What follows belongs to an exercise in optimizing a design on an open flow for small area, a short achievable clock period and few clock cycles per item; a production flow would make more cautious choices. Only simulation tests tie the RTL to the original design; equivalence was not proved. No activity file was given, so power comes from the tool's default toggle rates.

## run 1
Design mul, start of the top module:
module mul (
    input wire clk,
    input wire reset,
    input wire rd_en,
    input wire wr_en,
    input wire [31:0] wr_data_1,
    input wire [31:0] wr_data_2,
    output wire [63:0] rd_data,
    output reg wr_ready,
    output reg rd_ready,
    output reg rd_val
);
For scale: roughly 390 flip-flops, ~36000 um^2 of cells after synthesis.
==> flow/config.mk <==
export PLATFORM = sky130hd
export DESIGN_NAME = mul
export DESIGN_NICKNAME = mul
export VERILOG_FILES = /design/flow/design.v
export SDC_FILE = /design/flow/constraint.sdc
export NUM_CORES = 4
export LEC_CHECK = 0
export ABC_AREA = 1
export CAP_MARGIN = 20
export CORE_MARGIN = 2
export CORE_UTILIZATION = 40
export CTS_CLUSTER_DIAMETER = 120
export CTS_CLUSTER_SIZE = 26
export SLEW_MARGIN = 20
export SYNTH_HIERARCHICAL = 1
==> flow/constraint.sdc <==
create_clock -name core_clock -period 11.0 [get_ports {clk}]
set_input_delay 2.2000 -clock core_clock [delete_from_list [all_inputs] [get_ports {clk}]]
set_output_delay 2.2000 -clock core_clock [all_outputs]
set_load 0.01 [all_outputs]
standard.sh (not shown) runs the stock make flow with config.mk's settings and CLKGATE_MAP_FILE= SYNTH_SCRIPT=/design/flow/synth_recipe.tcl, a recipe that flattens the netlist after the stock synthesis.
==> flow/flow/run.sh <==
#!/bin/bash
set -euo pipefail
MARGIN=7.5
bash standard.sh SETUP_SLACK_MARGIN=$MARGIN \
  "BUFFER_PORTS_ARGS=-buffer_cell sky130_fd_sc_hd__buf_2" \
  finish > standard_flow.log 2>&1
Testbench counts of run 1, summed over its fixed seeds: cycles 536, items 512.
Relative to run 1, the following input files were edited for run 2:
# run 1
export LEC_CHECK = 0
export ABC_AREA = 1
export CAP_MARGIN = 20
export CORE_MARGIN = 2
export CORE_UTILIZATION = 40
export CTS_CLUSTER_DIAMETER = 120
export CTS_CLUSTER_SIZE = 26
export SLEW_MARGIN = 20
export SYNTH_HIERARCHICAL = 1
create_clock -name core_clock -period 11.0 [get_ports {clk}]
# run 2
export LEC_CHECK = 0
export ABC_AREA = 1
export CAP_MARGIN = 20
export CORE_MARGIN = 2
export CORE_UTILIZATION = 40
export CTS_CLUSTER_DIAMETER = 110
export CTS_CLUSTER_SIZE = 22
export PLACE_DENSITY = 0.75
export SLEW_MARGIN = 20
export SYNTH_HIERARCHICAL = 1
create_clock -name core_clock -period 11.0 [get_ports {clk}]
--- outcome ---
Diff run 1 -> run 2: non-clock inverter instance count of the final layout now sits higher, total of fill cells in the finished design now sits lower, filler-free cell count of the finished design now sits at about the same level.
Changes in run 3 relative to run 2:
# run 2
export LEC_CHECK = 0
export ABC_AREA = 1
export CAP_MARGIN = 20
export CORE_MARGIN = 2
export CORE_UTILIZATION = 40
export CTS_CLUSTER_DIAMETER = 110
export CTS_CLUSTER_SIZE = 22
export PLACE_DENSITY = 0.75
export SLEW_MARGIN = 20
export SYNTH_HIERARCHICAL = 1
create_clock -name core_clock -period 11.0 [get_ports {clk}]
# run 3
export LEC_CHECK = 0
export ABC_AREA = 1
export CAP_MARGIN = 20
export CORE_MARGIN = 2
export CORE_UTILIZATION = 40
export CTS_CLUSTER_DIAMETER = 110
export CTS_CLUSTER_SIZE = 22
export SLEW_MARGIN = 20
export SYNTH_HIERARCHICAL = 1
create_clock -name core_clock -period 11.0 [get_ports {clk}]
Compared run 3 against run 2; number of nets in the layout within noise.
Higher relative slew slack goes to run 2 over run 3.
From run 3 to run 2, clock-buffer cell count did not move at all.
Sort run 3 and run 2 by pin count of the biggest net entering global routing, ascending, and run 3 comes first.
Wire length of the first global-routing pass (run 3 vs. run 2) increases by a few percent
Lower period utilization among run 3 and run 2: run 3
The maximum frequency number comes out higher for run 3 vs run 2.
Lower total power was reported by run 3, not run 2.
Compared run 2 against run 3; sequential share of layout area within noise.
Setup changes, run 3 to run 4
==> flow/flow/run.sh <==
#!/bin/bash
set -euo pipefail
MARGIN=7.44
bash standard.sh SETUP_SLACK_MARGIN=$MARGIN \
  "BUFFER_PORTS_ARGS=-buffer_cell sky130_fd_sc_hd__buf_2" \
  finish > standard_flow.log 2>&1
Findings:
The total power of run 4 is lower than that of run 3.
Final hold slack: run 4 vs run 3, no meaningful difference
Going from run 3 to run 4, maximum single-stage delay on the critical path +0.02 ns; via count -136.
Diff run 3..run 4 | per-cell via count in the routed design | negligible
### run 4 -> run 5
# run 4
export LEC_CHECK = 0
export ABC_AREA = 1
export CAP_MARGIN = 20
export CORE_MARGIN = 2
export CORE_UTILIZATION = 40
export CTS_CLUSTER_DIAMETER = 110
export CTS_CLUSTER_SIZE = 22
export SLEW_MARGIN = 20
export SYNTH_HIERARCHICAL = 1
create_clock -name core_clock -period 11.0 [get_ports {clk}]
# run 5
export LEC_CHECK = 0
export ABC_AREA = 1
export CAP_MARGIN = 20
export CORE_MARGIN = 2
export CORE_UTILIZATION = 40
export CTS_CLUSTER_DIAMETER = 110
export CTS_CLUSTER_SIZE = 22
export PLACE_DENSITY = 0.5
export SLEW_MARGIN = 20
export SYNTH_HIERARCHICAL = 1
create_clock -name core_clock -period 11.0 [get_ports {clk}]
==> flow/flow/run.sh <==
#!/bin/bash
set -euo pipefail
MARGIN=7.5
bash standard.sh SETUP_SLACK_MARGIN=$MARGIN \
  "BUFFER_PORTS_ARGS=-buffer_cell sky130_fd_sc_hd__buf_2" \
  finish > standard_flow.log 2>&1
Findings:
- Routed wire length per instance (run 5 over run 4): increase, 7.5%
- Comparing run 5 and run 4, the higher slack of the critical path is on run 5.
- Layout filler cell count (run 5 over run 4): increase, 34
- In run 5 the met2 wire length turned out 8.6% higher than in run 4.
- Of run 5 and run 4, the lower hold slack belongs to run 4.
- Run 5 vs run 4 on sequential share of cell area: run 5 is the lower one.
- Run 4 → run 5: number of antenna violations at the first check in global routing now sits higher, total wirelength of the detailed-routed design now sits higher.
[inputs] run 6 vs run 5
# run 5
export LEC_CHECK = 0
export ABC_AREA = 1
export CAP_MARGIN = 20
export CORE_MARGIN = 2
export CORE_UTILIZATION = 40
export CTS_CLUSTER_DIAMETER = 110
export CTS_CLUSTER_SIZE = 22
export PLACE_DENSITY = 0.5
export SLEW_MARGIN = 20
export SYNTH_HIERARCHICAL = 1
create_clock -name core_clock -period 11.0 [get_ports {clk}]
# run 6
export LEC_CHECK = 0
export ABC_AREA = 1
export CAP_MARGIN = 20
export CORE_MARGIN = 2
export CORE_UTILIZATION = 40
export CTS_CLUSTER_DIAMETER = 110
export CTS_CLUSTER_SIZE = 22
export SLEW_MARGIN = 20
export SYNTH_HIERARCHICAL = 1
create_clock -name core_clock -period 11.0 [get_ports {clk}]
==> flow/flow/run.sh <==
#!/bin/bash
set -euo pipefail
MARGIN=7.56
bash standard.sh SETUP_SLACK_MARGIN=$MARGIN \
  "BUFFER_PORTS_ARGS=-buffer_cell sky130_fd_sc_hd__buf_2" \
  finish > standard_flow.log 2>&1
### Flow results
Routed wire in run 6 totals less than in run 5.
From run 5 to run 6 the numbers moved as follows: smallest hold slack saw a decrease, upper clock frequency limit saw an increase.
The highest metal layer used by the detailed router comes out met5 in one run and met4 in the other, namely in run 5 and run 6 respectively.

---

Another version of the RTL of mul (not shown whole).
For scale: ~3200 cells after synthesis, about 390 flip-flops, roughly 140 I/O pins.
Settings: LEC_CHECK=0, ABC_AREA=1, CAP_MARGIN=20, CORE_MARGIN=2, CORE_UTILIZATION=40, SLEW_MARGIN=20, SYNTH_HIERARCHICAL=1; clock period 11.0 ns.
==> flow/flow/run.sh <==
#!/bin/bash
set -euo pipefail
MARGIN=7.4
bash standard.sh SETUP_SLACK_MARGIN=$MARGIN \
  "BUFFER_PORTS_ARGS=-buffer_cell sky130_fd_sc_hd__buf_2" \
  finish > standard_flow.log 2>&1
Testbench counts at the start, summed over its fixed seeds: cycles 536, items 512.
Next try:
--- a/flow/flow/run.sh
+++ b/flow/flow/run.sh
@@ -2,3 +2,3 @@
 set -euo pipefail
-MARGIN=7.4
+MARGIN=7.5
 bash standard.sh SETUP_SLACK_MARGIN=$MARGIN \
Settings changed: CTS_CLUSTER_DIAMETER set to 150, CTS_CLUSTER_SIZE set to 30.
Global-route usage decreases by 0.32 points.
Critical path depth is unchanged.
Wire length went down slightly.
Worst hold slack gains 0.0076 ns.
Core utilization came out lower by 0.91 points.
Synthesized cell count stays the same.
Count of clock-buffer cells in the layout went down by 30.

---

mul with an RTL version that a note above also has.
For scale: ~390 flip-flops, about 140 I/O pins, about 0.036 sq mm of cells after synthesis.
Settings: LEC_CHECK=0, ABC_AREA=1, CAP_MARGIN=20, CORE_MARGIN=2, CORE_UTILIZATION=40, CTS_CLUSTER_DIAMETER=100, CTS_CLUSTER_SIZE=20, SLEW_MARGIN=20, SYNTH_HIERARCHICAL=1; clock period 11.0 ns.
==> flow/flow/run.sh <==
#!/bin/bash
set -euo pipefail
MARGIN=7.5
bash standard.sh SETUP_SLACK_MARGIN=$MARGIN \
  "BUFFER_PORTS_ARGS=-buffer_cell sky130_fd_sc_hd__buf_2" \
  finish > standard_flow.log 2>&1
The baseline produced a clean layout.
Testbench counts at the start, summed over its fixed seeds: cycles 536, items 512.
Change:
Settings changed: CTS_CLUSTER_DIAMETER 100 to 110, CTS_CLUSTER_SIZE 20 to 22, TNS_END_PERCENT set to 10.
=>
- The changed run passed the timing, design-rule and antenna checks
- cell area goes down slightly
- register-to-register slack degrades by 30 ps
- synthesized cell count is unchanged
- clock-buffer cell count goes down by 3
- total power goes down by a few percent
Change:
Settings changed: CAP_MARGIN 20 to 5, SLEW_MARGIN 20 to 5, TNS_END_PERCENT 10 to not set.
Outcome:
- register-to-register slack improves by 40 ps
- via count came out lower by 0.75%
- setup slack gets better by 84 ps
- final cell count is about the same
Change:
Settings changed: CAP_MARGIN 5 to 20, SLEW_MARGIN 5 to 20, TNS_END_PERCENT set to 0.
The changed run completed without violations; power went down by 1.8%; synthesized cell count stays the same; first-iteration DRC count went up by 7.0%; non-clock buffer count went up by 14.

-- what the ideal ports hide --
The results above use ideal ports. As a check the final layouts listed here were re-extracted and re-timed, cells and wires unchanged. Step 1, drivers: a clkbuf_16 drives clk and a buf_2 each remaining input, both assumed. Step 2 adds t to the input delays and takes it off the output delays; t is the mean of the earliest and latest rising clock arrival at the registers after step 1. Input paths then give back, and output paths get back, about the clock's delay inside the block. a / b / c = no drivers / after step 1 / after step 2; a / b = the first two.
run | t, ns | setup slack, ns | latest minus earliest clock arrival (ns)
run 1 | 0.651 | 7.496 / 7.496 / 7.051 | 0.035 / 0.035
run 2 | 0.651 | 7.462 / 7.462 / 7.220 | 0.022 / 0.023
run 3 | 0.653 | 7.537 / 7.537 / 7.040 | 0.031 / 0.031
run 4 | 0.656 | 7.441 / 7.418 / 7.026 | 0.034 / 0.034
run 5 | 0.684 | 7.505 / 7.505 / 6.998 | 0.042 / 0.041
run 6 | 0.653 | 7.549 / 7.539 / 7.168 | 0.033 / 0.033
the first run of note 2 | 0.663 | 7.380 / 7.380 / 6.899 | 0.029 / 0.029
the second run of note 2 | 0.625 | 7.485 / 7.439 / 7.103 | 0.046 / 0.046
the first run of note 3 | 0.658 | 7.509 / 7.509 / 7.047 | 0.034 / 0.034
the second run of note 3 | 0.667 | 7.433 / 7.370 / 6.992 | 0.030 / 0.029
the third run of note 3 | 0.655 | 7.517 / 7.517 / 6.969 | 0.031 / 0.031
the fourth run of note 3 | 0.669 | 7.402 / 7.374 / 7.011 | 0.032 / 0.032
After both steps every run listed still meets setup and hold. For the third run of note 3, which loses most, drivers alone change the setup slack by 0.000 ns; drivers and shift together by -0.548 ns.
